This design comes from an exercise in tuning for small area and a short achievable clock period on the open sky130 flow, not from production work. Only simulation tests tie the RTL to the original design; equivalence was not proved. Power and IR drop assume default switching activity.

==> flow/design.v (outline; a module is shown in full before it is edited, if it fits) <==
// module mac_cs: 906 lines
// module sub_array: 124 lines
// module cinc: 47 lines
// module resa_subarray: 39 lines
module resa_subarray (
    input  wire         clk,
    input  wire         rst,
    input  wire [1:0]   dataflow_sel,
    input  wire         stationary_sel,
    input  wire [63:0]  array_ifmap_in,
    input  wire [63:0]  array_weight_in,
    input  wire [127:0] array_psum_in_v,
    input  wire [127:0] array_psum_in_h,
    output wire [63:0]  array_ifmap_out,
    output wire [63:0]  array_weight_out,
    output wire [127:0] array_psum_out_v,
    output wire [127:0] array_psum_out_h
);
  // ...
==> flow/flow/run.sh <==
#!/bin/bash
# The standard layout, with changes made through ORFS's own variables only:
# clock tree synthesis without dummy loads and with larger sink clusters, port buffers of cell buf_1, and
# timing repair aiming at a 5.0 ns setup margin. Each tool's output is kept
# in the ORFS logs under orfs/logs; make's own output goes to
# make_finish.log here.
set -euo pipefail
export CTS_ARGS="-sink_clustering_enable -repair_clock_nets -dont_use_dummy_load -sink_clustering_size 20 -sink_clustering_max_diameter 80"
export BUFFER_PORTS_ARGS="-buffer_cell sky130_fd_sc_hd__buf_1"
export SETUP_SLACK_MARGIN=5.0
bash standard.sh finish > make_finish.log 2>&1
==> flow/standard.sh <==
#!/bin/bash
# synth_recipe.tcl (not shown) runs the flow's synth.tcl, then flattens the netlist and writes it again
# the make line also repeats each setting of config.mk as NAME=value (left out here)
make -C /OpenROAD-flow-scripts/flow DESIGN_CONFIG=/design/flow/config.mk WORK_HOME=/design/flow/orfs CLKGATE_MAP_FILE= SYNTH_SCRIPT=/design/flow/synth_recipe.tcl "${@:-finish}"
==> flow/config.mk <==
export PLATFORM = sky130hd
export DESIGN_NAME = resa_subarray
export DESIGN_NICKNAME = resa_subarray
export VERILOG_FILES = /design/flow/design.v
export SDC_FILE = /design/flow/constraint.sdc
export NUM_CORES = 4
export LEC_CHECK = 0
export CAP_MARGIN = 20
export CORE_MARGIN = 2
export CORE_UTILIZATION = 65
export PLACE_DENSITY = 0.7
export SLEW_MARGIN = 20
export SYNTH_HIERARCHICAL = 1
==> flow/constraint.sdc <==
create_clock -name core_clock -period 10.0 [get_ports {clk}]
set_input_delay 2.0000 -clock core_clock [delete_from_list [all_inputs] [get_ports {clk}]]
set_output_delay 2.0000 -clock core_clock [all_outputs]
set_load 0.01 [all_outputs]
==> summary.txt, run 1 <==
Among all flip-flop cells after synthesis, the most frequent one is sky130_fd_sc_hd__dfxtp_1. Cells with a size suffix above 1 make up 4.73% of the layout. Setup total negative slack on the finished layout was measured at 0 ns. The synthesized netlist devotes 2.63% of its cell area to XOR and XNOR gates. Floorplan die width: 375 um. Ranked by total area, the top cell class in this layout is multi-input gates.

The non-filler instance count after layout came out at 10600. The worst hold path passes through 0 cells. The die boundary height was 375 um. The tools report the launch point of the worst path as u_array.pcol[2].os[7]$_DFF_PP0_. For this run, global-route usage on met3 was measured as 7.68%. The tools report the number of antenna violations at the first check in global routing as 28.

For this run, the number of Yosys warnings is 7. The total wire length is 248000 um. The flow ran to the end and the layout has no timing, DRC or antenna violations.

The net count of the finished layout is 10700. The cell area that synthesis handed to floorplanning was 89200 um^2. Summing all flip-flop and latch instances after layout gives 34200 um^2. Counting instances in the post-synthesis netlist gives the leading cell types as 1235 x sky130_fd_sc_hd__inv_1, 1079 x sky130_fd_sc_hd__and2_1, 1048 x sky130_fd_sc_hd__fa_1. The run gives 70.7% as the post-layout utilization of the core. Counting flops per register, the top entry is u_array.lb. The number of DRC violations after detailed-routing iteration 0 was 5053; the internal reg-to-reg setup slack was 5.14 ns.

Summed over the clock group, the power is 3630 uW. Counting flops with an async set or reset pin after synthesis yields a share of 19.3%. In the final layout, clock buffers and inverters account for 2.47% of the cell area.
==> module sub_array, before the edit <==
module sub_array (
    input  wire         clk,
    input  wire         rst,
    input  wire [1:0]   dataflow_sel,
    input  wire         stationary_sel,
    input  wire [63:0]  array_ifmap_in,
    input  wire [63:0]  array_weight_in,
    input  wire [127:0] array_psum_in_v,
    input  wire [127:0] array_psum_in_h,
    output wire [63:0]  array_ifmap_out,
    output wire [63:0]  array_weight_out,
    output wire [127:0] psum_s,          
    output wire [27:0]  psum_g,          
    output wire [127:0] array_psum_out_h
);
    wire m_os  = (dataflow_sel == 2'b10);
    wire m_clr = (dataflow_sel == 2'b11);
    wire m_mac = ~dataflow_sel[1];
    wire ld_x0 = (dataflow_sel == 2'b00);
    reg [2:0] v0, v2;
    reg       lbv, run;
    reg [2:1] pv;
    wire [3:0] v0i = {v0[2:0], 1'b1};    
    wire [3:0] v2i = {v2[2:0], 1'b1};    
    wire lbv_n = lbv | stationary_sel;
    always @(posedge clk or posedge rst) begin
        if (rst) begin
            v0 <= 3'd0;
            v2 <= 3'd0;
            lbv <= 1'b0;
            run <= 1'b0;
            pv <= 2'd0;
        end else begin
            v0 <= {3{m_os}} & v0i[2:0];
            v2 <= {3{~m_clr}} & v2i[2:0];
            lbv <= lbv_n;
            run <= 1'b1;
            pv <= {2{m_mac}} & {pv[1], 1'b1};
        end
    end
    reg  [255:0] d0;             
    reg  [255:0] d2;             
    reg  [255:0] lb;             
    wire [255:0] x0, x2;         
    wire [255:0] lbn;            
    reg  [63:0]  o0;             
    reg  [63:0]  o2;             
    always @(posedge clk) begin
        d0 <= x0;
        d2 <= x2;
        lb <= lbn;
    end
    always @(posedge clk or posedge rst) begin
        if (rst) begin
            o0 <= 64'd0;
            o2 <= 64'd0;
        end else begin
            o0 <= {x0[16*(4*(3)+(3)) +: 16], x0[16*(4*(2)+(3)) +: 16], x0[16*(4*(1)+(3)) +: 16], x0[16*(4*(0)+(3)) +: 16]} & {64{m_os & v0[2]}};
            o2 <= {x2[16*(4*(3)+(3)) +: 16], x2[16*(4*(3)+(2)) +: 16], x2[16*(4*(3)+(1)) +: 16], x2[16*(4*(3)+(0)) +: 16]} & {64{~m_clr & v2[2]}};
        end
    end
    wire sum_ok   = m_mac & lbv;
    wire o_ok     = m_mac & run;
    genvar r, c;
    generate
        for (r = 0; r < 4; r = r + 1) begin: row
            for (c = 0; c < 4; c = c + 1) begin: col
                if (c == 0) begin: w0
                    assign x0[16*(4*(r)+(c)) +: 16] = array_ifmap_in[16*r +: 16];
                end else begin: wn
                    assign x0[16*(4*(r)+(c)) +: 16] = d0[16*(4*(r)+(c-1)) +: 16];
                end
                if (r == 0) begin: n0
                    assign x2[16*(4*(r)+(c)) +: 16] = array_weight_in[16*c +: 16];
                end else begin: nn
                    assign x2[16*(4*(r)+(c)) +: 16] = d2[16*(4*(r-1)+(c)) +: 16];
                end
                wire ld_zero = ld_x0 ? ~v0i[c] : ~v2i[r];
                assign lbn[16*(4*(r)+(c)) +: 16] = stationary_sel ?
                    ((ld_x0 ? x0[16*(4*(r)+(c)) +: 16] : x2[16*(4*(r)+(c)) +: 16]) & {16{~ld_zero}}) :
                    lb[16*(4*(r)+(c)) +: 16];
            end
        end
        for (c = 0; c < 4; c = c + 1) begin: pcol
            reg  [15:0] a1;              
            reg  [16:0] a2;              
            reg  [17:0] s3;              
            reg  [31:0] pd1, pd2, pd3;   
            reg  [31:0] os;              
            reg  [6:0]  og;              
            wire [16:0] a2n = a1 + lb[16*(4*(1)+(c)) +: 16];
            wire [17:0] s3n = a2 + lb[16*(4*(2)+(c)) +: 16];
            wire [17:0] s3m = (s3n & {18{sum_ok}}) + {2'b0, lbn[16*(4*(3)+(c)) +: 16]};
            wire s3_ok = ~m_clr & v2[1] & lbv_n;
            wire [31:0] ms;
            wire [6:0]  mg;
            mac_cs u_mac (.a(d2[16*(4*(2)+(c)) +: 16]), .b(s3), .p(pd3), .s(ms), .g(mg));
            always @(posedge clk) begin
                a1  <= lb[16*(4*(0)+(c)) +: 16] & {16{sum_ok}};
                a2  <= a2n & {17{sum_ok}};
                s3  <= s3m & {18{s3_ok}};
                pd1 <= array_psum_in_v[32*c +: 32];
                pd2 <= pd1;
                pd3 <= pd2 & {32{m_mac & pv[2]}};
            end
            always @(posedge clk or posedge rst) begin
                if (rst) begin
                    os <= 32'd0;
                    og <= 7'd0;
                end else begin
                    os <= ms & {32{o_ok}};
                    og <= mg & {7{o_ok}};
                end
            end
            assign psum_s[32*c +: 32] = os;
            assign psum_g[7*c +: 7] = og;
            assign array_weight_out[16*c +: 16] = o2[16*c +: 16];
        end
        for (r = 0; r < 4; r = r + 1) begin: orow
            assign array_ifmap_out[16*r +: 16] = o0[16*r +: 16];
        end
    endgenerate
    assign array_psum_out_h = array_psum_in_h;
endmodule
==> module cinc, before the edit <==
module cinc (
    input  wire [31:0] s,
    input  wire [6:0]  g,
    output wire [31:0] y
);
    wire [6:0] p;
    genvar b;
    generate
        for (b = 0; b < 7; b = b + 1) begin: bp
            assign p[b] = &s[4*b +: 4];
        end
    endgenerate
    wire [6:0] g1, p1, g2, p2, c;
    generate
        for (b = 0; b < 7; b = b + 1) begin: l1
            if (b >= 1) begin: a
                assign g1[b] = g[b] | (p[b] & g[b-1]);
                assign p1[b] = p[b] & p[b-1];
            end else begin: z
                assign g1[b] = g[b];
                assign p1[b] = p[b];
            end
        end
        for (b = 0; b < 7; b = b + 1) begin: l2
            if (b >= 2) begin: a
                assign g2[b] = g1[b] | (p1[b] & g1[b-2]);
                assign p2[b] = p1[b] & p1[b-2];
            end else begin: z
                assign g2[b] = g1[b];
                assign p2[b] = p1[b];
            end
        end
        for (b = 0; b < 7; b = b + 1) begin: l3
            if (b >= 4) begin: a
                assign c[b] = g2[b] | (p2[b] & g2[b-4]);
            end else begin: z
                assign c[b] = g2[b];
            end
        end
    endgenerate
    assign y[3:0] = s[3:0];
    generate
        for (b = 1; b < 8; b = b + 1) begin: inc
            assign y[4*b +: 4] = s[4*b +: 4] + {3'b0, c[b-1]};
        end
    endgenerate
endmodule
==> module resa_subarray, before the edit <==
module resa_subarray (
    input  wire         clk,
    input  wire         rst,
    input  wire [1:0]   dataflow_sel,
    input  wire         stationary_sel,
    input  wire [63:0]  array_ifmap_in,
    input  wire [63:0]  array_weight_in,
    input  wire [127:0] array_psum_in_v,
    input  wire [127:0] array_psum_in_h,
    output wire [63:0]  array_ifmap_out,
    output wire [63:0]  array_weight_out,
    output wire [127:0] array_psum_out_v,
    output wire [127:0] array_psum_out_h
);
    wire [127:0] psum_s;
    wire [27:0]  psum_g;
    sub_array u_array (
        .clk(clk),
        .rst(rst),
        .dataflow_sel(dataflow_sel),
        .stationary_sel(stationary_sel),
        .array_ifmap_in(array_ifmap_in),
        .array_weight_in(array_weight_in),
        .array_psum_in_v(array_psum_in_v),
        .array_psum_in_h(array_psum_in_h),
        .array_ifmap_out(array_ifmap_out),
        .array_weight_out(array_weight_out),
        .psum_s(psum_s),
        .psum_g(psum_g),
        .array_psum_out_h(array_psum_out_h)
    );
    genvar c;
    generate
        for (c = 0; c < 4; c = c + 1) begin: out
            cinc u_out (.s(psum_s[32*c +: 32]), .g(psum_g[7*c +: 7]),
                        .y(array_psum_out_v[32*c +: 32]));
        end
    endgenerate
endmodule
==> run 2, diff against run 1 <==
--- a/flow/design.v
+++ b/flow/design.v
@@ -1,14 +1,14 @@
 module mac_cs (
     input  wire [15:0] a,
     input  wire [17:0] b,
     input  wire [31:0] p,
     output wire [31:0] s,
-    output wire [6:0] g
+    output wire [14:0] g
 );
     wire [31:0] x, y;
     wire pp0_0 = a[0] & b[0];
     wire pp0_1 = a[0] & b[1];
     wire pp0_2 = a[0] & b[2];
     wire pp0_3 = a[0] & b[3];
     wire pp0_4 = a[0] & b[4];
     wire pp0_5 = a[0] & b[5];
@@ -890,38 +890,46 @@
     assign y[24] = t523;
     assign y[25] = t525;
     assign y[26] = t527;
     assign y[27] = t529;
     assign y[28] = t531;
     assign y[29] = t533;
     assign y[30] = t535;
     assign y[31] = t537;
-    assign {g[0], s[3:0]} = {1'b0, x[3:0]} + {1'b0, y[3:0]};
-    assign {g[1], s[7:4]} = {1'b0, x[7:4]} + {1'b0, y[7:4]};
-    assign {g[2], s[11:8]} = {1'b0, x[11:8]} + {1'b0, y[11:8]};
-    assign {g[3], s[15:12]} = {1'b0, x[15:12]} + {1'b0, y[15:12]};
-    assign {g[4], s[19:16]} = {1'b0, x[19:16]} + {1'b0, y[19:16]};
-    assign {g[5], s[23:20]} = {1'b0, x[23:20]} + {1'b0, y[23:20]};
-    assign {g[6], s[27:24]} = {1'b0, x[27:24]} + {1'b0, y[27:24]};
-    assign s[31:28] = x[31:28] + y[31:28];
+    assign {g[0], s[1:0]} = {1'b0, x[1:0]} + {1'b0, y[1:0]};
+    assign {g[1], s[3:2]} = {1'b0, x[3:2]} + {1'b0, y[3:2]};
+    assign {g[2], s[5:4]} = {1'b0, x[5:4]} + {1'b0, y[5:4]};
+    assign {g[3], s[7:6]} = {1'b0, x[7:6]} + {1'b0, y[7:6]};
+    assign {g[4], s[9:8]} = {1'b0, x[9:8]} + {1'b0, y[9:8]};
+    assign {g[5], s[11:10]} = {1'b0, x[11:10]} + {1'b0, y[11:10]};
+    assign {g[6], s[13:12]} = {1'b0, x[13:12]} + {1'b0, y[13:12]};
+    assign {g[7], s[15:14]} = {1'b0, x[15:14]} + {1'b0, y[15:14]};
+    assign {g[8], s[17:16]} = {1'b0, x[17:16]} + {1'b0, y[17:16]};
+    assign {g[9], s[19:18]} = {1'b0, x[19:18]} + {1'b0, y[19:18]};
+    assign {g[10], s[21:20]} = {1'b0, x[21:20]} + {1'b0, y[21:20]};
+    assign {g[11], s[23:22]} = {1'b0, x[23:22]} + {1'b0, y[23:22]};
+    assign {g[12], s[25:24]} = {1'b0, x[25:24]} + {1'b0, y[25:24]};
+    assign {g[13], s[27:26]} = {1'b0, x[27:26]} + {1'b0, y[27:26]};
+    assign {g[14], s[29:28]} = {1'b0, x[29:28]} + {1'b0, y[29:28]};
+    assign s[31:30] = x[31:30] + y[31:30];
 endmodule
 module sub_array (
     input  wire         clk,
     input  wire         rst,
     input  wire [1:0]   dataflow_sel,
     input  wire         stationary_sel,
     input  wire [63:0]  array_ifmap_in,
     input  wire [63:0]  array_weight_in,
     input  wire [127:0] array_psum_in_v,
     input  wire [127:0] array_psum_in_h,
     output wire [63:0]  array_ifmap_out,
     output wire [63:0]  array_weight_out,
     output wire [127:0] psum_s,          
-    output wire [27:0]  psum_g,          
+    output wire [59:0]  psum_g,          
     output wire [127:0] array_psum_out_h
 );
     wire m_os  = (dataflow_sel == 2'b10);
     wire m_clr = (dataflow_sel == 2'b11);
     wire m_mac = ~dataflow_sel[1];
     wire ld_x0 = (dataflow_sel == 2'b00);
     reg [2:0] v0, v2;
     reg       lbv, run;
@@ -988,95 +996,75 @@
             end
         end
         for (c = 0; c < 4; c = c + 1) begin: pcol
             reg  [15:0] a1;              
             reg  [16:0] a2;              
             reg  [17:0] s3;              
             reg  [31:0] pd1, pd2, pd3;   
             reg  [31:0] os;              
-            reg  [6:0]  og;              
+            reg  [14:0] og;              
             wire [16:0] a2n = a1 + lb[16*(4*(1)+(c)) +: 16];
             wire [17:0] s3n = a2 + lb[16*(4*(2)+(c)) +: 16];
             wire [17:0] s3m = (s3n & {18{sum_ok}}) + {2'b0, lbn[16*(4*(3)+(c)) +: 16]};
             wire s3_ok = ~m_clr & v2[1] & lbv_n;
             wire [31:0] ms;
-            wire [6:0]  mg;
+            wire [14:0] mg;
             mac_cs u_mac (.a(d2[16*(4*(2)+(c)) +: 16]), .b(s3), .p(pd3), .s(ms), .g(mg));
             always @(posedge clk) begin
                 a1  <= lb[16*(4*(0)+(c)) +: 16] & {16{sum_ok}};
                 a2  <= a2n & {17{sum_ok}};
                 s3  <= s3m & {18{s3_ok}};
                 pd1 <= array_psum_in_v[32*c +: 32];
                 pd2 <= pd1;
                 pd3 <= pd2 & {32{m_mac & pv[2]}};
             end
             always @(posedge clk or posedge rst) begin
                 if (rst) begin
                     os <= 32'd0;
-                    og <= 7'd0;
+                    og <= 15'd0;
                 end else begin
                     os <= ms & {32{o_ok}};
-                    og <= mg & {7{o_ok}};
+                    og <= mg & {15{o_ok}};
                 end
             end
             assign psum_s[32*c +: 32] = os;
-            assign psum_g[7*c +: 7] = og;
+            assign psum_g[15*c +: 15] = og;
             assign array_weight_out[16*c +: 16] = o2[16*c +: 16];
         end
         for (r = 0; r < 4; r = r + 1) begin: orow
             assign array_ifmap_out[16*r +: 16] = o0[16*r +: 16];
         end
     endgenerate
     assign array_psum_out_h = array_psum_in_h;
 endmodule
 module cinc (
     input  wire [31:0] s,
-    input  wire [6:0]  g,
+    input  wire [14:0] g,
     output wire [31:0] y
 );
-    wire [6:0] p;
+    wire [14:0] p;
     genvar b;
     generate
-        for (b = 0; b < 7; b = b + 1) begin: bp
-            assign p[b] = &s[4*b +: 4];
+        for (b = 0; b < 15; b = b + 1) begin: bp
+            assign p[b] = s[2*b] & s[2*b+1];
         end
     endgenerate
-    wire [6:0] g1, p1, g2, p2, c;
+    wire [14:0] g1 = g | (p & {g[13:0], 1'b0});
+    wire [14:0] p1 = p & {p[13:0], 1'b0};
+    wire [14:0] g2 = g1 | (p1 & {g1[12:0], 2'b0});
+    wire [14:0] p2 = p1 & {p1[12:0], 2'b0};
+    wire [14:0] g3 = g2 | (p2 & {g2[10:0], 4'b0});
+    wire [14:0] p3 = p2 & {p2[10:0], 4'b0};
+    wire [14:0] c  = g3 | (p3 & {g3[6:0], 8'b0});
+    assign y[1:0] = s[1:0];
     generate
-        for (b = 0; b < 7; b = b + 1) begin: l1
-            if (b >= 1) begin: a
-                assign g1[b] = g[b] | (p[b] & g[b-1]);
-                assign p1[b] = p[b] & p[b-1];
-            end else begin: z
-                assign g1[b] = g[b];
-                assign p1[b] = p[b];
-            end
-        end
-        for (b = 0; b < 7; b = b + 1) begin: l2
-            if (b >= 2) begin: a
-                assign g2[b] = g1[b] | (p1[b] & g1[b-2]);
-                assign p2[b] = p1[b] & p1[b-2];
-            end else begin: z
-                assign g2[b] = g1[b];
-                assign p2[b] = p1[b];
-            end
-        end
-        for (b = 0; b < 7; b = b + 1) begin: l3
-            if (b >= 4) begin: a
-                assign c[b] = g2[b] | (p2[b] & g2[b-4]);
-            end else begin: z
-                assign c[b] = g2[b];
-            end
-        end
-    endgenerate
-    assign y[3:0] = s[3:0];
-    generate
-        for (b = 1; b < 8; b = b + 1) begin: inc
-            assign y[4*b +: 4] = s[4*b +: 4] + {3'b0, c[b-1]};
+        for (b = 1; b < 16; b = b + 1) begin: inc
+            assign y[2*b]   = s[2*b] ^ c[b-1];
+            assign y[2*b+1] = s[2*b+1] ^ (c[b-1] & s[2*b]);
         end
     endgenerate
 endmodule
 module resa_subarray (
     input  wire         clk,
     input  wire         rst,
     input  wire [1:0]   dataflow_sel,
     input  wire         stationary_sel,
@@ -1085,17 +1073,17 @@
     input  wire [127:0] array_psum_in_v,
     input  wire [127:0] array_psum_in_h,
     output wire [63:0]  array_ifmap_out,
     output wire [63:0]  array_weight_out,
     output wire [127:0] array_psum_out_v,
     output wire [127:0] array_psum_out_h
 );
     wire [127:0] psum_s;
-    wire [27:0]  psum_g;
+    wire [59:0]  psum_g;
     sub_array u_array (
         .clk(clk),
         .rst(rst),
         .dataflow_sel(dataflow_sel),
         .stationary_sel(stationary_sel),
         .array_ifmap_in(array_ifmap_in),
         .array_weight_in(array_weight_in),
         .array_psum_in_v(array_psum_in_v),
@@ -1104,13 +1092,13 @@
         .array_weight_out(array_weight_out),
         .psum_s(psum_s),
         .psum_g(psum_g),
         .array_psum_out_h(array_psum_out_h)
     );
     genvar c;
     generate
         for (c = 0; c < 4; c = c + 1) begin: out
-            cinc u_out (.s(psum_s[32*c +: 32]), .g(psum_g[7*c +: 7]),
+            cinc u_out (.s(psum_s[32*c +: 32]), .g(psum_g[15*c +: 15]),
                         .y(array_psum_out_v[32*c +: 32]));
         end
     endgenerate
 endmodule
==> run 2 against run 1 <==
Against the previous run: global-route usage barely moved; non-clock buffer count decreased by 49; combinational power down 21%; sequential share of layout area grew 1.0 points; sequential cell count grew 32; worst hold slack got worse by 0.018 ns; power decreased by 8.1%; routed wire length decreased by 3.1%; clock power about the same; via count decreased by 0.71%; critical path depth increased by 2; synthesized cell count decreased by 1.0%; largest cell class unchanged.
==> summary.txt, run 2 <==
The sequential cell area in the final layout came out at 34800 um^2 (was 34200 um^2). The run gives 367000 um (about the same) as the global-route wire length before repair. The layout overhead on the synthesized area works out to 6.30% (was 7.64%).

The cell with the largest stage delay on the worst path was sky130_fd_sc_hd__dfrtp_1 (unchanged). The tools report the overall fraction of global-route tracks in use as 34.5% (about the same). Start-to-end type of the worst setup path: flop to output port (unchanged). The clock insertion delay at the later pin of the skew report was 0.78 ns (was 0.79 ns). The fill cell instance count of the final layout was 10500 (was 10300). The run gives 0 (unchanged) as the setup-violating endpoint count in the final report. The remaining number of nets flagged by the antenna check after routing came out at 0 (unchanged). Top cell family by delay on the critical path: compound AO/OA/AOI/OAI gates (unchanged).

The origin of the worst min-delay path is u_array.pcol[2].pd1[19]$_DFF_P_ (was u_array.pcol[0].pd1[13]$_DFF_P_). The delay of the slowest critical-path stage was 0.42 ns (was 0.41 ns); the leakage power total was 0.0441 uW (was 0.0442 uW). The area share of the largest cell type after synthesis was 24.1% (was 23.5%); the number of sinks driven by the clock tree was 1554 (was 1522). The fraction of layout cells with a size suffix above 1 works out to 4.30% (was 4.73%). The tools report the worst clock skew as 0.136 ns (was 0.139 ns). Commonest cells after routing, fill and taps aside: 1207 x sky130_fd_sc_hd__inv_1, 1128 x sky130_fd_sc_hd__and2_1, 1074 x sky130_fd_sc_hd__fa_1 (was 1234 x sky130_fd_sc_hd__inv_1, 1076 x sky130_fd_sc_hd__and2_1, 1032 x sky130_fd_sc_hd__fa_1). The starting utilization of the core area was 65.2% (was 65.7%); the total grt overflow was 0 (unchanged). Cell area after technology mapping: 89400 um^2 (was 89200 um^2). For the area of the core, the log shows 137000 um^2 (was 136000 um^2).

The run gives 3 (unchanged) as the H-tree depth reported by CTS. The number of port buffers is 516 (unchanged), and the number of DRC violations after detailed-routing iteration 0 is 5009 (was 5053). The worst hold path class is flop to flop (unchanged).

The share of async-settable or async-resettable flops after synthesis is 21.0% (was 19.3%), and the net switching component of the power is 6670 uW (was 7430 uW). The clock network fraction of design power is 20.1% (was 18.3%), and the number of warnings printed during yosys synthesis is 7 (unchanged). The run gives 95000 um^2 (was 96100 um^2) as the summed area of non-filler cells in the final layout.

The mean instance size in the synthesized netlist was 10.6 um^2 (was 10.4 um^2). The run gives 0 (unchanged) as the number of remaining DRC errors. The logs give 0 (unchanged) for the number of max-cap violations and 92000 um^2 (was 91900 um^2) for the post-placement cell area.

Most instantiated flip-flop cell in the synthesis netlist: sky130_fd_sc_hd__dfxtp_1 (unchanged). TritonCTS built the clock tree. The maximum number of pins on one net before global-route repair was 157 (was 184); the clock input transition at the sequential cells of the worst setup and hold paths was 0.08 ns (was 0.07 ns). The commonest non-fill, non-tap cell in the layout was sky130_fd_sc_hd__inv_1 (unchanged).

The number of enable flip-flop cells after synthesis came out at 192 (unchanged). The run gives 41.6% (was 37.1%) as the relative contribution of sequential cells to total power. The library cell occupying the most area in the post-synthesis netlist is sky130_fd_sc_hd__fa_1 (unchanged).

The final critical delay including setup and external delays is 4.88 ns (was 4.92 ns). The slew at the pin closest to its max-slew limit was 1.16 ns (was 1.12 ns). The tools report the critical register-to-register path startpoint as u_array.pcol[2].s3[11]$_DFF_P_ (was u_array.d2[165]$_DFF_P_). The tools report the area of combinational cells with multiple inputs as 48200 um^2 (was 48700 um^2). The element type at the critical path end was an output port (unchanged). For the number of hold-slack violations in the final timing report, the log shows 0 (unchanged).

The net count after synthesis was 10300 (was 10400); the max-slew violation count was 0 (unchanged). The worst-case vdd ir drop came out at 0.000183 V (was 0.000448 V). Ranking of synthesized cells by area: sky130_fd_sc_hd__fa_1 24%, sky130_fd_sc_hd__dfxtp_1 23%, sky130_fd_sc_hd__dfrtp_1 9.1% (was sky130_fd_sc_hd__fa_1 24%, sky130_fd_sc_hd__dfxtp_1 23%, sky130_fd_sc_hd__dfrtp_1 8.2%).

The run gives 773 (unchanged) as the count of pins on the block boundary. The via density per instance was 5.69 (was 5.66); the area of the die was 140000 um^2 (about the same). The total of hold buffers inserted after clock tree synthesis is 0 (unchanged). The number of cell rows was 136 (was 135). The required time of the worst setup path was 8.00 ns (about the same); the synthesized instance count was 8467 (was 8556). The share of power burned in combinational logic was 38.3% (was 44.5%); the endpoint arrival time on the critical path was 2.88 ns (was 2.92 ns). The launch point of the worst path was u_array.pcol[3].os[5]$_DFF_PP0_ (was u_array.pcol[2].os[7]$_DFF_PP0_). The maximum achievable frequency is 205 MHz (was 203 MHz). The number of clock buffers inserted by TritonCTS is 95 (unchanged), and the total power per unit cell area is 191 nW/um^2 (was 206 nW/um^2). Number of synthesized register bits: 1554 (was 1522).

The share of the clock period used by the worst path was 48.8% (was 49.2%). For the number of global-route vias before repair, the log shows 61500 (was 61700). The number of detailed-routing iterations run before antenna repair is 6 (unchanged), and the number of antenna violations at the first check in global routing is 23 (was 28). Setup repair after global routing could not meet its margin everywhere. The post-DP HPWL is 178000 um (was 179000 um). The per-cell routed wire length is 22.8 um (was 23.3 um), and the internal cell power is 11500 uW (was 12300 uW). The register containing the most flip-flops in the final layout was u_array.lb (unchanged). Share of synthesized area occupied by flip-flops and latches: 38.8% (was 37.9%). The number of buffers and inverters on the critical path works out to 3 (was 1). The floorplan die width came out at 375 um (about the same).

The routability-driven placement congestion ratio is 0.919 (was 0.917). Most used standard cell by instance count after synthesis: sky130_fd_sc_hd__inv_1 (unchanged). The number of distinct standard cells referenced by the synthesized netlist was 85 (was 81). The logs give 3 (unchanged) for the clock tree buffer depth and 0 ns (unchanged) for the setup TNS. The die boundary height came out at 375 um (about the same). The worst slew margin relative to its limit was 22.6% (was 25.1%). The run finished with no timing, DRC or antenna violations. The largest fanout on the critical path was 3 (was 4).

The total wire length came out at 240000 um (was 248000 um). The tools report the startpoint type of the worst setup path as a flop (unchanged). Number of flip-flops under the largest register name: 256 (unchanged). Cells along the critical path: a211oi_2, a211oi_2, buf_4, buf_4, a41oi_4, a31oi_4, a21bo_2, ha_1, xor2_2, clkbuf_2 (was nand3_1, o21ai_2, o311ai_4, o311ai_4, ha_2, ha_1, xor2_2, buf_1).

Top cells by instance count after synthesis: 1208 x sky130_fd_sc_hd__inv_1, 1130 x sky130_fd_sc_hd__and2_1, 1076 x sky130_fd_sc_hd__fa_1 (was 1235 x sky130_fd_sc_hd__inv_1, 1079 x sky130_fd_sc_hd__and2_1, 1048 x sky130_fd_sc_hd__fa_1). For the post-layout net count, the log shows 10600 (was 10700). Top Registers: u_array.lb x256, u_array.d0 x192, u_array.d2 x192 (unchanged). The proportion of total power due to net switching was 36.7% (was 37.6%); the via count was 59900 (was 60300). The clock tree root buffer cell was sky130_fd_sc_hd__clkbuf_16 (unchanged).
==> run 2: repair_timing <==
item | CTS | global route
cloned | 2 | 3
gates resized for setup | 50 | 77
pin swaps | 6 | 10
endpoints found under the setup margin | 106 | 83
buffers inserted | 10 | 6
endpoints found under the hold margin | 0 | 0
==> run 2: metal layers <==
layer / up-vias / GRT usage (%) / part of all wire [%]
met4: 16 / 11.3 / 3.8
met2: 2742 / 53.0 / 45
li1: 26500 / - / -
met1: 30000 / 49.1 / 42
met3: 518 / 7.77 / 9.8
met5: - / 0.274 / 0.033
==> run 2: kinds of logic after synthesis <==
logic type,Yosys count,share of synthesized area (%)
AND/OR/NAND/NOR,2757,15.7
buffers and inverters,1663,7.61
flip-flops,1554,38.8
adder cells (fa/ha/maj),1452,29.4
AO/OA/AOI/OAI,776,5.75
XOR/XNOR,210,2.12
multiplexers,54,0.606
other,1,0.00420
==> run 2: modules after synthesis (local to each module, per instance), excerpt <==
module,copies in the design,cells
mac_cs,4,900
sub_array,1,4515
cinc,4,88
==> run 2: cell type report <==
class                           count  area share, %
Clock buffer                       95           2.50
Tap cell                         1794           2.36
Inverter                         1212           4.79
Timing Repair Buffer              610           2.99
Multi-Input combinational cell   5253           50.7
Antenna cell                        8         0.0211
Sequential cell                  1554           36.6
==> run 2: metrics by stage <==
stage          util, %  total power [uW]  hold WS (ns)  instances  setup WS [ns]
2_1_floorplan        -             12400         0.310       8467           3.65
3_3_place_gp      67.2             14300         0.310      10400           3.05
3_5_place_dp      67.2             14600         0.312      10400           2.93
4_1_cts           69.0             18300         0.295      10500           5.00
5_1_grt           69.3             19600         0.291      10500           4.99
6_report          69.3             18200         0.296      10500           5.12
==> run 2: power groups by stage <==
stage | clock [uW] | combinational, uW | sequential [uW]
finish | 3650 | 6960 | 7560
global route | 3930 | 8080 | 7590
CTS | 3730 | 7010 | 7520
floorplan | 0 | 5150 | 7230
detailed placement | 0 | 6950 | 7650
global placement | 0 | 6700 | 7640
==> run 2: worst reg2reg max path, delay by kind of cell (launching register included) <==
family	cells	cell delay [ns]
adder cells (fa/ha/maj)	8	3.58
flip-flops	1	0.65
AND/OR/NAND/NOR	2	0.32
buffers and inverters	3	0.16
==> run 2: final timing paths <==
path,to,slack [ns],cells after the start
max in group asynchronous,u_array.v0[2]$_DFF_PP0_,7.27,4
min in group asynchronous,u_array.pcol[1].os[25]$_DFF_PP0_,1.46,3
setup reg to reg,u_array.pcol[2].os[19]$_DFF_PP0_,5.12,13
setup / recovery,array_psum_out_v[121],5.12,10
hold reg to reg,u_array.pcol[2].pd2[19]$_DFF_P_,0.30,0
hold / removal,u_array.pcol[2].pd2[19]$_DFF_P_,0.30,0
==> run 3, diff against run 2 <==
--- a/flow/config.mk
+++ b/flow/config.mk
@@ -7,7 +7,7 @@
 export LEC_CHECK = 0
 export CAP_MARGIN = 20
 export CORE_MARGIN = 2
-export CORE_UTILIZATION = 65
-export PLACE_DENSITY = 0.7
+export CORE_UTILIZATION = 70
+export PLACE_DENSITY = 0.74
 export SLEW_MARGIN = 20
 export SYNTH_HIERARCHICAL = 1
==> run 3 against run 2 <==
Against the previous run: register-to-register slack about the same; worst hold slack gained 0.0096 ns; count of clock-buffer cells in the layout is 2 higher; sequential share of layout area increased by 0.077 points; global-route usage is 3.0 points higher; synthesized cell count stayed put; die area is 7.1% lower; critical endpoint is now array_psum_out_v[63]; critical path type unchanged; utilization up 5.2 points; area after synthesis unchanged; still clean; sequential power about the same.
==> summary.txt, run 3 <==
The number of buffers and inverters on the critical path was 1 (was 3). The logs give 0.000182 V (was 0.000183 V) for the worst-case vdd ir drop and 3 (unchanged) for the clock tree buffer depth. The fill cell instance count of the final layout is 9022 (was 10500), and the post-DP HPWL is 177000 um (was 178000 um). The number of flip-flops under the largest register name was 256 (unchanged).

The via density per instance was 5.84 (was 5.69). The share of async-settable or async-resettable flops after synthesis was 21.0% (unchanged). The tools report the maximum number of pins on one net before global-route repair as 150 (was 157).

The tools report the startpoint type of the worst setup path as a flop (unchanged). The die boundary height was 361 um (was 375 um); the number of sinks driven by the clock tree was 1554 (unchanged). The summed area of non-filler cells in the final layout is 94800 um^2 (was 95000 um^2). The cell count of the worst hold path is 0 (unchanged). The number of warnings printed during yosys synthesis is 7 (unchanged). The tools report the net count after synthesis as 10300 (unchanged). The logs give 0.306 ns (was 0.296 ns) for the worst hold margin and 62600 (was 61500) for the number of global-route vias before repair. The share of the clock period used by the worst path was 49.2% (was 48.8%); the fraction of layout cells with a size suffix above 1 was 4.26% (was 4.30%). The total wire length came out at 244000 um (was 240000 um). The run gives 37.5% (was 34.5%) as the overall fraction of global-route tracks in use.

The number of port buffers came out at 516 (unchanged). The library cell occupying the most area in the post-synthesis netlist was sky130_fd_sc_hd__fa_1 (unchanged). The layout overhead on the synthesized area is 6.11% (was 6.30%). Max-slew violation count: 0 (unchanged). The remaining number of nets flagged by the antenna check after routing was 0 (unchanged); the number of DRC violations after detailed-routing iteration 0 was 5598 (was 5009).

The tools report the element type at the critical path end as an output port (unchanged). The number of synthesized register bits is 1554 (unchanged). The tools report the H-tree depth reported by CTS as 3 (unchanged).

The leakage power total is 0.0441 uW (about the same), and the total power per unit cell area is 192 nW/um^2 (was 191 nW/um^2). The area of the core is 127000 um^2 (was 137000 um^2). The setup slack after layout was 5.08 ns (was 5.12 ns). The register containing the most flip-flops in the final layout was u_array.lb (unchanged). Area of the die: 131000 um^2 (was 140000 um^2).

The run gives 74.6% (was 69.3%) as the post-layout utilization of the core. Total grt overflow: 0 (unchanged). The number of distinct standard cells referenced by the synthesized netlist was 85 (unchanged); the number of detailed-routing iterations run before antenna repair was 6 (unchanged). The per-cell routed wire length came out at 23.4 um (was 22.8 um).

The mean instance size in the synthesized netlist is 10.6 um^2 (unchanged). The flow ran to the end and the layout has no timing, DRC or antenna violations. Top Registers: u_array.lb x256, u_array.d0 x192, u_array.d2 x192 (unchanged). For the number of remaining DRC errors, the log shows 0 (unchanged). The clock insertion delay at the later pin of the skew report came out at 0.76 ns (was 0.78 ns). The cell with the largest stage delay on the worst path is sky130_fd_sc_hd__dfrtp_1 (unchanged). For the share of synthesized area occupied by flip-flops and latches, the log shows 38.8% (unchanged). The post-layout net count is 10600 (about the same). The synthesized instance count is 8467 (unchanged). The maximum achievable frequency came out at 203 MHz (was 205 MHz). Required time of the worst setup path: 8.00 ns (about the same). The internal reg-to-reg setup slack is 5.12 ns (about the same). Commonest cells after routing, fill and taps aside: 1207 x sky130_fd_sc_hd__inv_1, 1129 x sky130_fd_sc_hd__and2_1, 1074 x sky130_fd_sc_hd__fa_1 (was 1207 x sky130_fd_sc_hd__inv_1, 1128 x sky130_fd_sc_hd__and2_1, 1074 x sky130_fd_sc_hd__fa_1). For the endpoint arrival time on the critical path, the log shows 2.92 ns (was 2.88 ns). The setup TNS is 0 ns (unchanged), and the worst slew margin relative to its limit is 23.2% (was 22.6%).

Worst hold path class: flop to flop (unchanged). Final critical delay including setup and external delays: 4.92 ns (was 4.88 ns). Top cell family by delay on the critical path: compound AO/OA/AOI/OAI gates (unchanged). The tools report the worst clock skew as 0.108 ns (was 0.136 ns). Clock tree root buffer cell: sky130_fd_sc_hd__clkbuf_16 (unchanged). The setup-violating endpoint count in the final report was 0 (unchanged); the clock input transition at the sequential cells of the worst setup and hold paths was 0.08 ns (about the same).

The sequential cell area in the final layout is 34800 um^2 (about the same), and the number of cells on the worst reg-to-reg path is 14 (was 13). The logs give 60800 (was 59900) for the via count and 70.3% (was 65.2%) for the starting utilization of the core area. TritonCTS built the clock tree. The most instantiated flip-flop cell in the synthesis netlist is sky130_fd_sc_hd__dfxtp_1 (unchanged). The start-to-end type of the worst setup path is flop to output port (unchanged). The number of enable flip-flop cells after synthesis is 192 (unchanged), and the area of combinational cells with multiple inputs is 48100 um^2 (was 48200 um^2). The run gives 0 (unchanged) as the number of max-cap violations. The logs give 97 (was 95) for the number of clock buffers inserted by TritonCTS and 773 (unchanged) for the count of pins on the block boundary. Floorplan die width: 361 um (was 375 um). Top cells by instance count after synthesis: 1208 x sky130_fd_sc_hd__inv_1, 1130 x sky130_fd_sc_hd__and2_1, 1076 x sky130_fd_sc_hd__fa_1 (unchanged).

The tools report the routability-driven placement congestion ratio as 0.936 (was 0.919). The tools report the cell area after technology mapping as 89400 um^2 (unchanged). The pre-CTS setup slack is 3.28 ns (was 2.93 ns), and the post-placement cell area is 91800 um^2 (was 92000 um^2). The number of cell rows was 131 (was 136). Cells along the critical path: nand4_1, o31ai_2, o21ai_4, o41ai_2, ha_1, xor2_1, buf_1 (was a211oi_2, a211oi_2, buf_4, buf_4, a41oi_4, a31oi_4, a21bo_2, ha_1, xor2_2, clkbuf_2). The largest fanout on the critical path came out at 5 (was 3).

Setup repair after global routing could not meet its margin everywhere. Delay of the slowest critical-path stage: 0.45 ns (was 0.42 ns). The total number of cells along the worst setup path works out to 7 (was 10). The number of antenna violations at the first check in global routing is 26 (was 23), and the area share of the largest cell type after synthesis is 24.1% (unchanged). The number of hold-slack violations in the final timing report is 0 (unchanged), and the slew at the pin closest to its max-slew limit is 1.15 ns (was 1.16 ns). The run gives 370000 um (was 367000 um) as the global-route wire length before repair. Commonest non-fill, non-tap cell in the layout: sky130_fd_sc_hd__inv_1 (unchanged). Ranking of synthesized cells by area: sky130_fd_sc_hd__fa_1 24%, sky130_fd_sc_hd__dfxtp_1 23%, sky130_fd_sc_hd__dfrtp_1 9.1% (unchanged). The most used standard cell by instance count after synthesis was sky130_fd_sc_hd__inv_1 (unchanged).
run 3: cell counts after synthesis:
No cell type changed its count.
run 3: per-layer routing:
layer  part of all wire (%)  routed length, um  vias up  GRT usage [%]
met5                  0.082                199        -          0.629
li1                       -                  -    26600              -
met3                     11              26400      694           8.91
met1                     39              95700    30100           51.9
met4                    4.6              11300       20           14.9
met2                     45             110000     3360           57.8
run 3: report_power, final:
part | switching [uW] | internal (uW)
registers | 709 | 6860
logic | 3990 | 2940
clock network | 2000 | 1710
total | 6700 | 11500
run 3: cell type report:
type,count,area share (%)
Antenna cell,12,0.0317
Clock buffer,97,2.56
Inverter,1212,4.80
Multi-Input combinational cell,5256,50.8
Sequential cell,1554,36.7
Tap cell,1662,2.19
Timing Repair Buffer,607,2.97
run 3: worst reg2reg max path: cells and delay by family, from the launching register on:
family | cells | cell delay, ns
buf+inv | 4 | 0.46
simple gates | 2 | 0.31
fa+ha+maj | 8 | 3.62
flops | 1 | 0.32
run 3: stage by stage:
step / power (uW) / instances
3_3_place_gp: 14300 / 10300
4_1_cts: 18300 / 10400
3_5_place_dp: 14600 / 10300
2_1_floorplan: 12400 / 8467
5_1_grt: 19600 / 10400
6_report: 18200 / 10400
run 3: cells by family (layout without fill, tap and decap cells):
family	after synthesis	after routing	synth area share [%]
compound gates	776	776	5.75
xor+xnor	210	210	2.12
fa+ha+maj	1452	1452	29.4
buf+inv	1663	1916	7.61
flops	1554	1554	38.8
mux	54	54	0.606
other cells	1	13	0.00420
simple gates	2757	2763	15.7
run 3: worst paths after layout:
check                                                   endpoint                             start
worst max-delay path                        array_psum_out_v[63]  u_array.pcol[1].os[21]$_DFF_PP0_
worst min-delay path             u_array.pcol[2].pd2[13]$_DFF_P_   u_array.pcol[2].pd1[13]$_DFF_P_
worst max register to register  u_array.pcol[2].os[17]$_DFF_PP0_           u_array.d2[163]$_DFF_P_
worst min register to register   u_array.pcol[2].pd2[13]$_DFF_P_   u_array.pcol[2].pd1[13]$_DFF_P_
max in group asynchronous                u_array.v2[2]$_DFF_PP0_                               rst
min in group asynchronous       u_array.pcol[1].os[27]$_DFF_PP0_                               rst
run 3: what timing repair did:
item,4_1_cts,5_1_grt
pin swaps,6,6
gates cloned,5,3
hold buffers,0,0
setup buffers,11,7
endpoints found under the setup margin,104,74
gates resized for setup,60,67
run 3: modules after synthesis, one instance, submodules excluded, a selection:
module,cells inside,copies in the design,flip-flops and latches
mac_cs,900,4,0
cinc,88,4,0
sub_array,4515,1,1554
==> run 4, diff against run 3 <==
==> flow/flow/run.sh (replaced) <==
#!/bin/bash
# The standard layout, with changes made through ORFS's own variables only:
# clock tree synthesis without dummy loads and with larger sink clusters, port buffers of cell buf_1, and
# timing repair aiming at a 5.15 ns setup margin. Each tool's output is kept
# in the ORFS logs under orfs/logs; make's own output goes to
# make_finish.log here.
set -euo pipefail
export CTS_ARGS="-sink_clustering_enable -repair_clock_nets -dont_use_dummy_load -sink_clustering_size 20 -sink_clustering_max_diameter 80"
export BUFFER_PORTS_ARGS="-buffer_cell sky130_fd_sc_hd__buf_1"
export SETUP_SLACK_MARGIN=5.15
bash standard.sh finish > make_finish.log 2>&1
--- a/flow/config.mk
+++ b/flow/config.mk
@@ -7,7 +7,7 @@
 export LEC_CHECK = 0
 export CAP_MARGIN = 20
 export CORE_MARGIN = 2
-export CORE_UTILIZATION = 70
-export PLACE_DENSITY = 0.74
+export CORE_UTILIZATION = 65
+export PLACE_DENSITY = 0.7
 export SLEW_MARGIN = 20
 export SYNTH_HIERARCHICAL = 1
==> run 4 against run 3 <==
Against the previous run: routed wire length increased by 2.1%; combinational power up 1%; utilization decreased by 4.2 points; sequential power about the same; largest cell class unchanged; sequential cell count unchanged; synthesized cell count unchanged; clock power is essentially flat; worst hold slack better by 0.0019 ns; count of clock-buffer cells in the layout unchanged; setup slack gained 0.082 ns.
==> summary.txt, run 4 <==
The tools report the number of DRC violations after detailed-routing iteration 0 as 5150 (was 5598). Worst-case vdd ir drop: 0.000179 V (was 0.000182 V). The tools report the number of remaining DRC errors as 0 (unchanged). The mean instance size in the synthesized netlist works out to 10.6 um^2 (unchanged).

The number of enable flip-flop cells after synthesis came out at 192 (unchanged). The clock insertion delay at the later pin of the skew report was 0.79 ns (was 0.76 ns); the worst slew margin relative to its limit was 26.2% (was 23.2%). The remaining number of nets flagged by the antenna check after routing was 0 (unchanged); the global routing usage on met3 was 7.67% (was 8.91%). Top cells by instance count after synthesis: 1208 x sky130_fd_sc_hd__inv_1, 1130 x sky130_fd_sc_hd__and2_1, 1076 x sky130_fd_sc_hd__fa_1 (unchanged). The post-placement cell area was 92100 um^2 (was 91800 um^2); the endpoint arrival time on the critical path was 2.84 ns (was 2.92 ns). Via density per instance: 5.70 (was 5.84). Top Registers: u_array.lb x256, u_array.d0 x192, u_array.d2 x192 (unchanged). The number of port buffers is 516 (unchanged). TritonCTS built the clock tree. The library cell occupying the most area in the post-synthesis netlist is sky130_fd_sc_hd__fa_1 (unchanged).

The number of clock buffers inserted by TritonCTS was 97 (unchanged). The run gives 61300 (was 62600) as the number of global-route vias before repair. The commonest non-fill, non-tap cell in the layout was sky130_fd_sc_hd__inv_1 (unchanged).

The global-route wire length before repair came out at 367000 um (was 370000 um). The total wire length is 249000 um (was 244000 um), and the number of antenna violations at the first check in global routing is 20 (was 26). For the number of sinks driven by the clock tree, the log shows 1554 (unchanged). The maximum number of pins on one net before global-route repair was 189 (was 150); the number of warnings printed during yosys synthesis was 7 (unchanged).

The clock tree root buffer cell is sky130_fd_sc_hd__clkbuf_16 (unchanged). The starting utilization of the core area came out at 65.2% (was 70.3%). Cells along the critical path: a211oi_2, a211oi_4, a31oi_2, inv_2, o21ai_4, buf_6, o31ai_4, ha_2, xor2_2, buf_2 (was nand4_1, o31ai_2, o21ai_4, o41ai_2, ha_1, xor2_1, buf_1).

The maximum achievable frequency is 207 MHz (was 203 MHz). The number of max-cap violations is 0 (unchanged), and the fill cell instance count of the final layout is 10500 (was 9022). The share of the clock period used by the worst path works out to 48.4% (was 49.2%). Setup repair after global routing could not meet its margin everywhere. For the area of the die, the log shows 140000 um^2 (was 131000 um^2). The run gives 10600 (about the same) as the post-layout net count. The routability-driven placement congestion ratio came out at 0.939 (was 0.936). The number of detailed-routing iterations run before antenna repair is 9 (was 6). The final critical delay including setup and external delays was 4.84 ns (was 4.92 ns).

The cell area after technology mapping is 89400 um^2 (unchanged), and the overall fraction of global-route tracks in use is 34.7% (was 37.5%). The clock tree buffer depth came out at 3 (unchanged). The slew at the pin closest to its max-slew limit was 1.11 ns (was 1.15 ns); the number of synthesized register bits was 1554 (unchanged). The per-cell routed wire length was 23.5 um (was 23.4 um). The met2 track utilization from global routing came out at 52.7% (was 57.8%). The share of synthesized area occupied by flip-flops and latches was 38.8% (unchanged). The net count after synthesis is 10300 (unchanged), and the met1 usage in global routing is 49.2% (was 51.9%).

The global-route layer with the greatest usage was met2 (unchanged). Ranking of synthesized cells by area: sky130_fd_sc_hd__fa_1 24%, sky130_fd_sc_hd__dfxtp_1 23%, sky130_fd_sc_hd__dfrtp_1 9.1% (unchanged). Setup-violating endpoint count in the final report: 0 (unchanged). The required time of the worst setup path came out at 8.00 ns (about the same). The number of buffers and inverters on the critical path was 3 (was 1). The clock input transition at the sequential cells of the worst setup and hold paths came out at 0.08 ns (about the same). The tools report the element type at the critical path end as an output port (unchanged).

Commonest cells after routing, fill and taps aside: 1207 x sky130_fd_sc_hd__inv_1, 1129 x sky130_fd_sc_hd__and2_1, 1072 x sky130_fd_sc_hd__fa_1 (was 1207 x sky130_fd_sc_hd__inv_1, 1129 x sky130_fd_sc_hd__and2_1, 1074 x sky130_fd_sc_hd__fa_1). The total power per unit cell area came out at 190 nW/um^2 (was 192 nW/um^2). Most used standard cell by instance count after synthesis: sky130_fd_sc_hd__inv_1 (unchanged). Post-DP HPWL: 177000 um (about the same). The cell with the largest stage delay on the worst path was sky130_fd_sc_hd__dfrtp_1 (unchanged).

The die boundary height came out at 375 um (was 361 um). The max-slew violation count was 0 (unchanged); the H-tree depth reported by CTS was 3 (unchanged). Worst clock skew: 0.121 ns (was 0.108 ns). The fraction of layout cells with a size suffix above 1 is 5.40% (was 4.26%), and the summed area of non-filler cells in the final layout is 96300 um^2 (was 94800 um^2).

The register containing the most flip-flops in the final layout is u_array.lb (unchanged). The largest fanout on the critical path came out at 3 (was 5). The total grt overflow is 0 (unchanged), and the area share of the largest cell type after synthesis is 24.1% (unchanged).

The leakage power total is 0.0447 uW (was 0.0441 uW). The layout overhead on the synthesized area is 7.82% (was 6.11%). The tools report the number of cell rows as 136 (was 131).

The share of async-settable or async-resettable flops after synthesis is 21.0% (unchanged), and the number of hold-slack violations in the final timing report is 0 (unchanged). The delay of the slowest critical-path stage is 0.40 ns (was 0.45 ns). The start-to-end type of the worst setup path was flop to output port (unchanged).

The flow ran to the end and the layout has no timing, DRC or antenna violations. Area of the core: 137000 um^2 (was 127000 um^2). The top cell family by delay on the critical path was compound AO/OA/AOI/OAI gates (unchanged).

The tools report the synthesized instance count as 8467 (unchanged). The floorplan die width was 375 um (was 361 um). The startpoint type of the worst setup path was a flop (unchanged). The via count was 60300 (was 60800). The setup TNS came out at 0 ns (unchanged).

The worst hold path class is flop to flop (unchanged). The tools report the count of pins on the block boundary as 773 (unchanged). Most instantiated flip-flop cell in the synthesis netlist: sky130_fd_sc_hd__dfxtp_1 (unchanged).

The number of flip-flops under the largest register name works out to 256 (unchanged). Number of distinct standard cells referenced by the synthesized netlist: 85 (unchanged).
## run 4: cell families (layout without fill, tap and decap cells)
group	after synthesis	after routing	share of synthesized area, %
compound gates	776	776	5.75
xor+xnor	210	210	2.12
fa+ha+maj	1452	1452	29.4
buf+inv	1663	1976	7.61
flops	1554	1554	38.8
mux	54	54	0.606
other cells	1	12	0.00420
simple gates	2757	2759	15.7
## run 4: per-layer routing
layer	vias to the layer above	routed length, um
li1	26700	-
met1	30100	103000
met2	2958	111000
met3	559	24800
met4	10	10300
met5	-	55
## run 4: worst paths after layout
| path | from | to | slack (ns) | cells after the start |
|---|---|---|---|---|
| setup / recovery | u_array.pcol[3].os[4]$_DFF_PP0_ | array_psum_out_v[123] | 5.16 | 10 |
| hold / removal | u_array.d0[137]$_DFF_P_ | u_array.d0[153]$_DFF_P_ | 0.31 | 0 |
| setup reg to reg | u_array.d2[168]$_DFF_P_ | u_array.pcol[2].os[21]$_DFF_PP0_ | 5.25 | 14 |
| hold reg to reg | u_array.d0[137]$_DFF_P_ | u_array.d0[153]$_DFF_P_ | 0.31 | 0 |
| max in group asynchronous | rst | u_array.v2[2]$_DFF_PP0_ | 7.04 | 4 |
| min in group asynchronous | rst | u_array.pcol[1].os[25]$_DFF_PP0_ | 1.52 | 3 |
## run 4: area by class of cell
cell class / instances / area, um^2 / area share (%)
Clock buffer: 97 / 2430 / 2.52
Antenna cell: 11 / 27.5 / 0.0286
Tap cell: 1794 / 2240 / 2.33
Inverter: 1212 / 4550 / 4.73
Timing Repair Buffer: 667 / 3840 / 3.99
Multi-Input combinational cell: 5252 / 48400 / 50.2
Sequential cell: 1554 / 34900 / 36.2
## run 4: per-module statistics from Yosys, one instance, submodules excluded, excerpt
module	times used	flip-flops and latches	cell area, um^2	cells inside
sub_array	1	1554	52600	4515
cinc	4	0	704	88
mac_cs	4	0	8480	900
## run 4: metrics by stage
stage | hold slack, ns | instances | setup WS (ns) | utilization (%) | power [uW]
floorplan | 0.310 | 8467 | 3.65 | - | 12400
global placement | 0.310 | 10400 | 3.96 | 67.2 | 14300
detailed placement | 0.312 | 10400 | 3.88 | 67.2 | 14500
CTS | 0.302 | 10500 | 5.10 | 69.4 | 18300
global route | 0.282 | 10600 | 5.05 | 70.3 | 19700
finish | 0.308 | 10600 | 5.16 | 70.3 | 18300
## run 4: power by group
| group | internal (uW) | leakage, uW | total, uW | switching (uW) |
|---|---|---|---|---|
| registers | 6860 | 0.0151 | 7540 | 681 |
| logic | 2990 | 0.0284 | 7020 | 4030 |
| clock network | 1710 | 0.00120 | 3730 | 2030 |
## run 4: what timing repair did
action | 4_1_cts | 5_1_grt
resized for setup | 96 | 199
cloned | 0 | 18
hold buffers | 0 | 0
setup buffers | 24 | 27
setup endpoints to repair | 106 | 98
pin swaps | 15 | 21
==> run 5, diff against run 4 <==
==> flow/flow/run.sh (replaced) <==
#!/bin/bash
# The standard layout, with changes made through ORFS's own variables only:
# clock tree synthesis without dummy loads and with larger sink clusters, port buffers of cell buf_1, and
# timing repair aiming at a 5.25 ns setup margin. Each tool's output is kept
# in the ORFS logs under orfs/logs; make's own output goes to
# make_finish.log here.
set -euo pipefail
export CTS_ARGS="-sink_clustering_enable -repair_clock_nets -dont_use_dummy_load -sink_clustering_size 20 -sink_clustering_max_diameter 80"
export BUFFER_PORTS_ARGS="-buffer_cell sky130_fd_sc_hd__buf_1"
export SETUP_SLACK_MARGIN=5.25
bash standard.sh finish > make_finish.log 2>&1
==> run 5 against run 4 <==
Against the previous run: clock skew down 0.019 ns; register-to-register slack better by 0.04 ns; area after synthesis stayed put; fmax rose by 0.39%; sequential share of layout area is 0.48 points lower; critical path type unchanged; largest power group unchanged.
==> summary.txt, run 5 <==
The clock insertion delay at the later pin of the skew report came out at 0.78 ns (was 0.79 ns). The tools report the number of distinct standard cells referenced by the synthesized netlist as 85 (unchanged). The tools report the worst hold margin as 0.321 ns (was 0.308 ns). The endpoint of the lowest-slack register-to-register path was u_array.pcol[1].os[17]$_DFF_PP0_ (was u_array.pcol[2].os[21]$_DFF_PP0_). For the count of pins on the block boundary, the log shows 773 (unchanged).

The clock tree root buffer cell was sky130_fd_sc_hd__clkbuf_16 (unchanged). The startpoint type of the worst setup path is a flop (unchanged). For the post-DP HPWL, the log shows 179000 um (was 177000 um). The number of flip-flops under the largest register name is 256 (unchanged). The number of cell rows was 136 (unchanged).

For the number of global-route vias before repair, the log shows 62000 (was 61300). The most instantiated flip-flop cell in the synthesis netlist is sky130_fd_sc_hd__dfxtp_1 (unchanged). The mean instance size in the synthesized netlist works out to 10.6 um^2 (unchanged).

The run gives 0.907 (was 0.939) as the routability-driven placement congestion ratio. The layout overhead on the synthesized area is 9.61% (was 7.82%), and the number of synthesized register bits is 1554 (unchanged). The per-cell routed wire length is 24.1 um (was 23.5 um). Ranking of synthesized cells by area: sky130_fd_sc_hd__fa_1 24%, sky130_fd_sc_hd__dfxtp_1 23%, sky130_fd_sc_hd__dfrtp_1 9.1% (unchanged). Register containing the most flip-flops in the final layout: u_array.lb (unchanged).

The run gives 8467 (unchanged) as the synthesized instance count. The post-placement cell area is 92100 um^2 (about the same), and the post-layout net count is 10700 (was 10600). Critical register-to-register path startpoint: u_array.d2[147]$_DFF_P_ (was u_array.d2[168]$_DFF_P_). The number of port buffers came out at 516 (unchanged). The worst slew margin relative to its limit is 29.2% (was 26.2%).

Commonest non-fill, non-tap cell in the layout: sky130_fd_sc_hd__inv_1 (unchanged). Setup repair after global routing could not meet its margin everywhere. Remaining number of nets flagged by the antenna check after routing: 0 (unchanged).

The global-route wire length before repair came out at 373000 um (was 367000 um). Library cell occupying the most area in the post-synthesis netlist: sky130_fd_sc_hd__fa_1 (unchanged). Number of remaining DRC errors: 0 (unchanged).

TritonCTS built the clock tree. The leakage power total is 0.0454 uW (was 0.0447 uW), and the die boundary height is 375 um (unchanged). For the number of sinks driven by the clock tree, the log shows 1554 (unchanged). Number of DRC violations after detailed-routing iteration 0: 5342 (was 5150). The number of enable flip-flop cells after synthesis works out to 192 (unchanged). The via count is 61300 (was 60300).

The tools report the internal reg-to-reg setup slack as 5.29 ns (was 5.25 ns). For the setup TNS, the log shows 0 ns (unchanged). Share of async-settable or async-resettable flops after synthesis: 21.0% (unchanged). For the required time of the worst setup path, the log shows 8.00 ns (about the same).

Top cells by instance count after synthesis: 1208 x sky130_fd_sc_hd__inv_1, 1130 x sky130_fd_sc_hd__and2_1, 1076 x sky130_fd_sc_hd__fa_1 (unchanged). Maximum achievable frequency: 208 MHz (was 207 MHz). Commonest cells after routing, fill and taps aside: 1204 x sky130_fd_sc_hd__inv_1, 1124 x sky130_fd_sc_hd__and2_1, 1038 x sky130_fd_sc_hd__fa_1 (was 1207 x sky130_fd_sc_hd__inv_1, 1129 x sky130_fd_sc_hd__and2_1, 1072 x sky130_fd_sc_hd__fa_1).

The area of the core came out at 137000 um^2 (unchanged). The slew at the pin closest to its max-slew limit works out to 1.06 ns (was 1.11 ns). Worst-case vdd ir drop: 0.000192 V (was 0.000179 V). The setup-violating endpoint count in the final report came out at 0 (unchanged). Launch point of the worst path: u_array.pcol[3].os[2]$_DFF_PP0_ (was u_array.pcol[3].os[4]$_DFF_PP0_). The total power per unit cell area was 189 nW/um^2 (was 190 nW/um^2).

The number of antenna violations at the first check in global routing was 32 (was 20); the starting utilization of the core area was 65.2% (unchanged). The fraction of layout cells with a size suffix above 1 was 7.66% (was 5.40%). The flow ran to the end and the layout has no timing, DRC or antenna violations. Largest fanout on the critical path: 3 (unchanged).

The clock input transition at the sequential cells of the worst setup and hold paths is 0.08 ns (about the same), and the share of synthesized area occupied by flip-flops and latches is 38.8% (unchanged). The floorplan die width is 375 um (unchanged). The number of clock buffers inserted by TritonCTS is 97 (unchanged), and the H-tree depth reported by CTS is 3 (unchanged). The number of detailed-routing iterations run before antenna repair is 6 (was 9), and the share of the clock period used by the worst path is 48.2% (was 48.4%). The start-to-end type of the worst setup path was flop to output port (unchanged). The endpoint arrival time on the critical path was 2.82 ns (was 2.84 ns).

Most used standard cell by instance count after synthesis: sky130_fd_sc_hd__inv_1 (unchanged). The overall fraction of global-route tracks in use was 35.2% (was 34.7%); the final critical delay including setup and external delays was 4.82 ns (was 4.84 ns). The logs give 164 (was 189) for the maximum number of pins on one net before global-route repair and 0.102 ns (was 0.121 ns) for the worst clock skew. The element type at the critical path end was an output port (unchanged).

For the cell area after technology mapping, the log shows 89400 um^2 (unchanged). The end point of the critical path is array_psum_out_v[121] (was array_psum_out_v[123]). The clock tree buffer depth is 3 (unchanged), and the number of warnings printed during yosys synthesis is 7 (unchanged). The area share of the largest cell type after synthesis is 24.1% (unchanged). The via density per instance was 5.74 (was 5.70). For the number of max-cap violations, the log shows 0 (unchanged). Top Registers: u_array.lb x256, u_array.d0 x192, u_array.d2 x192 (unchanged). The area of the die is 140000 um^2 (unchanged). The max-slew violation count is 0 (unchanged), and the number of cells on the worst reg-to-reg path is 14 (unchanged).

Net count after synthesis: 10300 (unchanged). The summed area of non-filler cells in the final layout is 98000 um^2 (was 96300 um^2). For the number of hold-slack violations in the final timing report, the log shows 0 (unchanged). The worst hold path class is flop to flop (unchanged).

The total grt overflow is 0 (unchanged), and the total wire length is 257000 um (was 249000 um).
run 5: changes by cell type in the layout (fill, tap and decap cells not counted), sizes merged:
cell and delta:
diode +2, clkbuf +11, or2 +1, buf +73, nand2b -1, bufbuf +4
run 5: repair_timing:
item | 4_1_cts | 5_1_grt
cloned | 6 | 26
pin swaps | 36 | 60
hold buffers | 0 | 0
endpoints found under the setup margin | 159 | 119
hold endpoints to repair | 0 | 0
setup buffers | 33 | 98
gates resized for setup | 203 | 282
run 5: metrics by stage:
| stage | power, uW | setup slack [ns] | instances | utilization (%) |
|---|---|---|---|---|
| 3_5_place_dp | 14600 | 3.67 | 10400 | 67.2 |
| 4_1_cts | 18400 | 5.09 | 10500 | 69.8 |
| 6_report | 18500 | 5.18 | 10700 | 71.5 |
| 3_3_place_gp | 14300 | 3.76 | 10400 | 67.2 |
| 5_1_grt | 19900 | 5.09 | 10700 | 71.5 |
| 2_1_floorplan | 12400 | 3.65 | 8467 | - |
run 5: worst min path at each step:
stage,start,to,slack [ns],depth (start not counted)
global route,u_array.pcol[2].pd1[22]$_DFF_P_,u_array.pcol[2].pd2[22]$_DFF_P_,0.33,0
floorplan,u_array.pcol[0].pd1[0]$_DFF_P_,u_array.pcol[0].pd2[0]$_DFF_P_,0.31,0
finish,u_array.pcol[2].pd1[7]$_DFF_P_,u_array.pcol[2].pd2[7]$_DFF_P_,0.32,0
global placement,u_array.pcol[0].pd1[8]$_DFF_P_,u_array.pcol[0].pd2[8]$_DFF_P_,0.31,0
CTS,u_array.pcol[2].pd1[7]$_DFF_P_,u_array.pcol[2].pd2[7]$_DFF_P_,0.31,0
detailed placement,u_array.pcol[1].pd1[9]$_DFF_P_,u_array.pcol[1].pd2[9]$_DFF_P_,0.31,0
run 5: worst max-delay path: stages, from the launching register on:
cell	delay, ns
sky130_fd_sc_hd__dfrtp_1	0.41
sky130_fd_sc_hd__a31oi_4	0.22
sky130_fd_sc_hd__a211oi_2	0.09
sky130_fd_sc_hd__buf_4	0.16
sky130_fd_sc_hd__buf_6	0.12
sky130_fd_sc_hd__a41oi_4	0.25
sky130_fd_sc_hd__a31oi_4	0.15
sky130_fd_sc_hd__a21bo_2	0.23
sky130_fd_sc_hd__ha_4	0.16
sky130_fd_sc_hd__xor2_2	0.15
sky130_fd_sc_hd__buf_2	0.16
run 5: routing by layer:
layer  vias to the layer above  wire length [um]  global-route usage [%]
li1                      26900                 -                       -
met1                     30500            104000                    49.8
met2                      3168            113000                    53.8
met3                       685             27900                    7.79
met4                        16             11700                    13.1
met5                         -                96                       0
run 5: kinds of logic (layout without fill, tap and decap cells):
| family | after synthesis | in the layout | share of synthesized area (%) |
|---|---|---|---|
| mux | 54 | 54 | 0.606 |
| xor+xnor | 210 | 210 | 2.12 |
| compound gates | 776 | 776 | 5.75 |
| simple gates | 2757 | 2759 | 15.7 |
| fa+ha+maj | 1452 | 1452 | 29.4 |
| flops | 1554 | 1554 | 38.8 |
| buf+inv | 1663 | 2064 | 7.61 |
| other cells | 1 | 14 | 0.00420 |
run 5: where the power goes:
group | leakage, uW | total (uW) | internal (uW) | switching [uW]
Clock | 0.00120 | 3730 | 1710 | 2020
Combinational | 0.0292 | 7260 | 3120 | 4140
Sequential | 0.0151 | 7540 | 6870 | 676
Total | 0.0454 | 18500 | 11700 | 6830
run 5: Yosys stat by module (local to each module, per instance), excerpt:
| module | area (um^2) | copies in the design | cells | flip-flops and latches |
|---|---|---|---|---|
| cinc | 704 | 4 | 88 | 0 |
| mac_cs | 8480 | 4 | 900 | 0 |
| sub_array | 52600 | 1 | 4515 | 1554 |
run 5: layout make-up:
class                      count  area, um^2
antenna                       13        32.5
clock buffer                  97        2430
fill                       10100       39000
inverter                    1212        4550
multi-input combinational   5252       48600
sequential                  1554       35000
tap                         1794        2240
timing repair buffer         755        5070

[what the ideal ports hide]
In the flow no input, the clock included, has a driving cell. The finished layouts below were timed again as built, in two steps. Step 1 (the two cells are an assumption about what drives the block):
set clk [get_ports {clk}]
set_driving_cell -lib_cell sky130_fd_sc_hd__clkbuf_16 $clk
set_driving_cell -lib_cell sky130_fd_sc_hd__buf_2 [delete_from_list [all_inputs] $clk]
Step 2 moves the port delays by t, midway between the first and last clock arrival at a register: inputs arrive t later, outputs are due t later. That takes back most of the time a late clock gives input paths. Three values: no drivers, after step 1, after step 2; two values: the first two.
run | shift t [ns] | setup slack, ns | worst setup path at the end | latest minus earliest clock arrival (ns) | worst slew at a driven data input, ns
run 1 | 0.781 | 5.078 / 5.015 / 4.329 | input to register | 0.140 / 0.140 | 0.18
run 2 | 0.781 | 5.118 / 5.051 / 4.379 | input to register | 0.146 / 0.146 | 0.22
run 3 | 0.774 | 5.082 / 5.017 / 4.364 | input to register | 0.118 / 0.118 | 0.18
run 4 | 0.789 | 5.164 / 5.096 / 4.534 | input to register | 0.156 / 0.157 | 0.17
run 5 | 0.789 | 5.183 / 5.114 / 4.565 | input to register | 0.128 / 0.127 | 0.15
After both steps every run listed still meets setup and hold. The setup slack of run 1, which loses most, moves by -0.063 ns with the drivers and by -0.749 ns with both steps.
